Context: an optimization exercise on an open-source flow, tuned for small area, a short achievable clock period and few clock cycles. The choices shown serve that exercise and are no tape-out recipe. In this exercise RTL edits were held to simulation tests only and were not proved equivalent to the original. Power and IR drop assume default switching activity.

// rubik_top
module rubik_top(clk, rst_n, start, init_blue, init_white, init_red, busy, done, result);
input wire clk, rst_n, start;
input wire [23:0] init_blue, init_white, init_red;
output wire busy, done;
output wire [23:0] result;
wire [23:0] ib = init_blue, iw = init_white, ir = init_red;
wire m_0_0_0 = ir[13] & ~ib[0] & ~ib[10] & ~iw[0];
wire m_0_0_1 = ir[0] & ~ib[10] & ~ib[13] & ~iw[10];
wire m_0_0_2 = ir[10] & ~ib[0] & ~ib[13] & ~iw[13];
wire m_0_1_0 = ir[9] & ~ib[1] & ~ib[6] & ~iw[1];
wire m_0_1_1 = ir[1] & ~ib[6] & ~ib[9] & ~iw[6];
wire m_0_1_2 = ir[6] & ~ib[1] & ~ib[9] & ~iw[9];
wire m_0_2_0 = ir[5] & ~ib[2] & ~ib[18] & ~iw[2];
wire m_0_2_1 = ir[2] & ~ib[18] & ~ib[5] & ~iw[18];
wire m_0_2_2 = ir[18] & ~ib[2] & ~ib[5] & ~iw[5];
wire m_0_3_0 = ir[17] & ~ib[3] & ~ib[14] & ~iw[3];
wire m_0_3_1 = ir[3] & ~ib[14] & ~ib[17] & ~iw[14];
wire m_0_3_2 = ir[14] & ~ib[3] & ~ib[17] & ~iw[17];
wire m_0_4_0 = ir[7] & ~ib[20] & ~ib[8] & ~iw[20];
wire m_0_4_1 = ir[20] & ~ib[8] & ~ib[7] & ~iw[8];
wire m_0_4_2 = ir[8] & ~ib[20] & ~ib[7] & ~iw[7];
wire m_0_5_0 = ir[11] & ~ib[21] & ~ib[12] & ~iw[21];
wire m_0_5_1 = ir[21] & ~ib[12] & ~ib[11] & ~iw[12];
wire m_0_5_2 = ir[12] & ~ib[21] & ~ib[11] & ~iw[11];
wire m_0_6_0 = ir[15] & ~ib[22] & ~ib[16] & ~iw[22];
wire m_0_6_1 = ir[22] & ~ib[16] & ~ib[15] & ~iw[16];
wire m_0_6_2 = ir[16] & ~ib[22] & ~ib[15] & ~iw[15];
wire m_2_0_0 = iw[10] & ~ib[0] & ~ir[0];
wire m_2_0_1 = iw[13] & ~ib[10] & ~ir[10];
wire m_2_0_2 = iw[0] & ~ib[13] & ~ir[13];
wire m_2_1_0 = iw[6] & ~ib[1] & ~ir[1];
wire m_2_1_1 = iw[9] & ~ib[6] & ~ir[6];
wire m_2_1_2 = iw[1] & ~ib[9] & ~ir[9];
wire m_2_2_0 = iw[18] & ~ib[2] & ~ir[2];
wire m_2_2_1 = iw[5] & ~ib[18] & ~ir[18];
wire m_2_2_2 = iw[2] & ~ib[5] & ~ir[5];
wire m_2_3_0 = iw[14] & ~ib[3] & ~ir[3];
  ...
==> flow/config.mk <==
export PLATFORM = sky130hd
export DESIGN_NAME = rubik_top
export DESIGN_NICKNAME = rubik_top
export VERILOG_FILES = /design/flow/design.v
export SDC_FILE = /design/flow/constraint.sdc
export NUM_CORES = 4
export LEC_CHECK = 0
export CAP_MARGIN = 20
export CELL_PAD_IN_SITES_DETAIL_PLACEMENT = 1
export CORE_MARGIN = 2
export CORE_UTILIZATION = 30
export SLEW_MARGIN = 20
==> flow/constraint.sdc <==
create_clock -name core_clock -period 10.0 [get_ports {clk}]
set_input_delay 2.0000 -clock core_clock [delete_from_list [all_inputs] [get_ports {clk}]]
set_output_delay 2.0000 -clock core_clock [all_outputs]
set_load 0.01 [all_outputs]
standard.sh (not shown) runs the stock make flow with config.mk's settings and CLKGATE_MAP_FILE= SYNTH_SCRIPT=/design/flow/synth_recipe.tcl, a recipe that flattens the netlist after the stock synthesis.
==> flow/flow/run.sh <==
#!/bin/bash
set -o pipefail
export SETUP_SLACK_MARGIN=5.7
bash standard.sh > standard.log 2>&1
status=$?
# keep ORFS's per-step logs beside this flow's own log
cp -r orfs/logs orfs_logs 2>/dev/null || true
exit $status
The first run ran to the end with no violations.
Testbench counts at the start, summed over its fixed seeds: cycles 475.
Next try:
--- a/flow/flow/run.sh
+++ b/flow/flow/run.sh
@@ -1,5 +1,5 @@
 #!/bin/bash
 set -o pipefail
-export SETUP_SLACK_MARGIN=5.7
+export SETUP_SLACK_MARGIN=6.2
 bash standard.sh > standard.log 2>&1
 status=$?
Outcome:
- cell count climbs by about 4.4%
- total power climbs by 2.4%
- routed wire length climbs by 7.5%
- clock power drops by about 2%
- combinational power climbs by about 5%
- via count climbs by 6.1%
- first-iteration DRC count climbs by about 5.4%
Next try:
--- a/flow/flow/run.sh
+++ b/flow/flow/run.sh
@@ -1,5 +1,5 @@
 #!/bin/bash
 set -o pipefail
-export SETUP_SLACK_MARGIN=6.2
+export SETUP_SLACK_MARGIN=5.9
 bash standard.sh > standard.log 2>&1
 status=$?
Settings changed: CELL_PAD_IN_SITES_DETAIL_PLACEMENT 1 to unset, CORE_UTILIZATION 30 to 35.
Now the flow died in global routing on GRT-0232.
Synthesized area stays the same.
Synthesized cell count does not change.
Next try:
Settings changed: CELL_PAD_IN_SITES_DETAIL_PLACEMENT set to 1, CORE_UTILIZATION 35 to 30.
Result:
- The changed run ran to the end with no violations
- synthesized cell count stays the same
- area after synthesis does not change

-- port drivers added, routing unchanged --
The flow's constraints put no driver on any port. The routed layouts listed below were extracted and timed again, unchanged, in two steps.
Step 1 assumes that a clkbuf_16 drives the clock port and a buf_2 every other input.
Step 2 times the ports against the registers' clock, not the clock port: input delays grow and output delays shrink by t, the midpoint of the rising clock arrivals with the driver on.
Slacks: ideal ports / drivers / drivers and shift; pairs: ideal ports / drivers.
run	t, ns	setup WS [ns]	worst slew at a driven data input, ns
the first run	0.532	5.314 / 5.314 / 5.103	0.04
the second run	0.535	5.903 / 5.932 / 5.397	0.06
the fourth run	0.526	5.685 / 5.685 / 5.189	0.04
After both steps setup and hold are still met in every run listed. The setup slack of the second run, which loses most, moves by +0.029 ns with the drivers and by -0.506 ns with both steps.
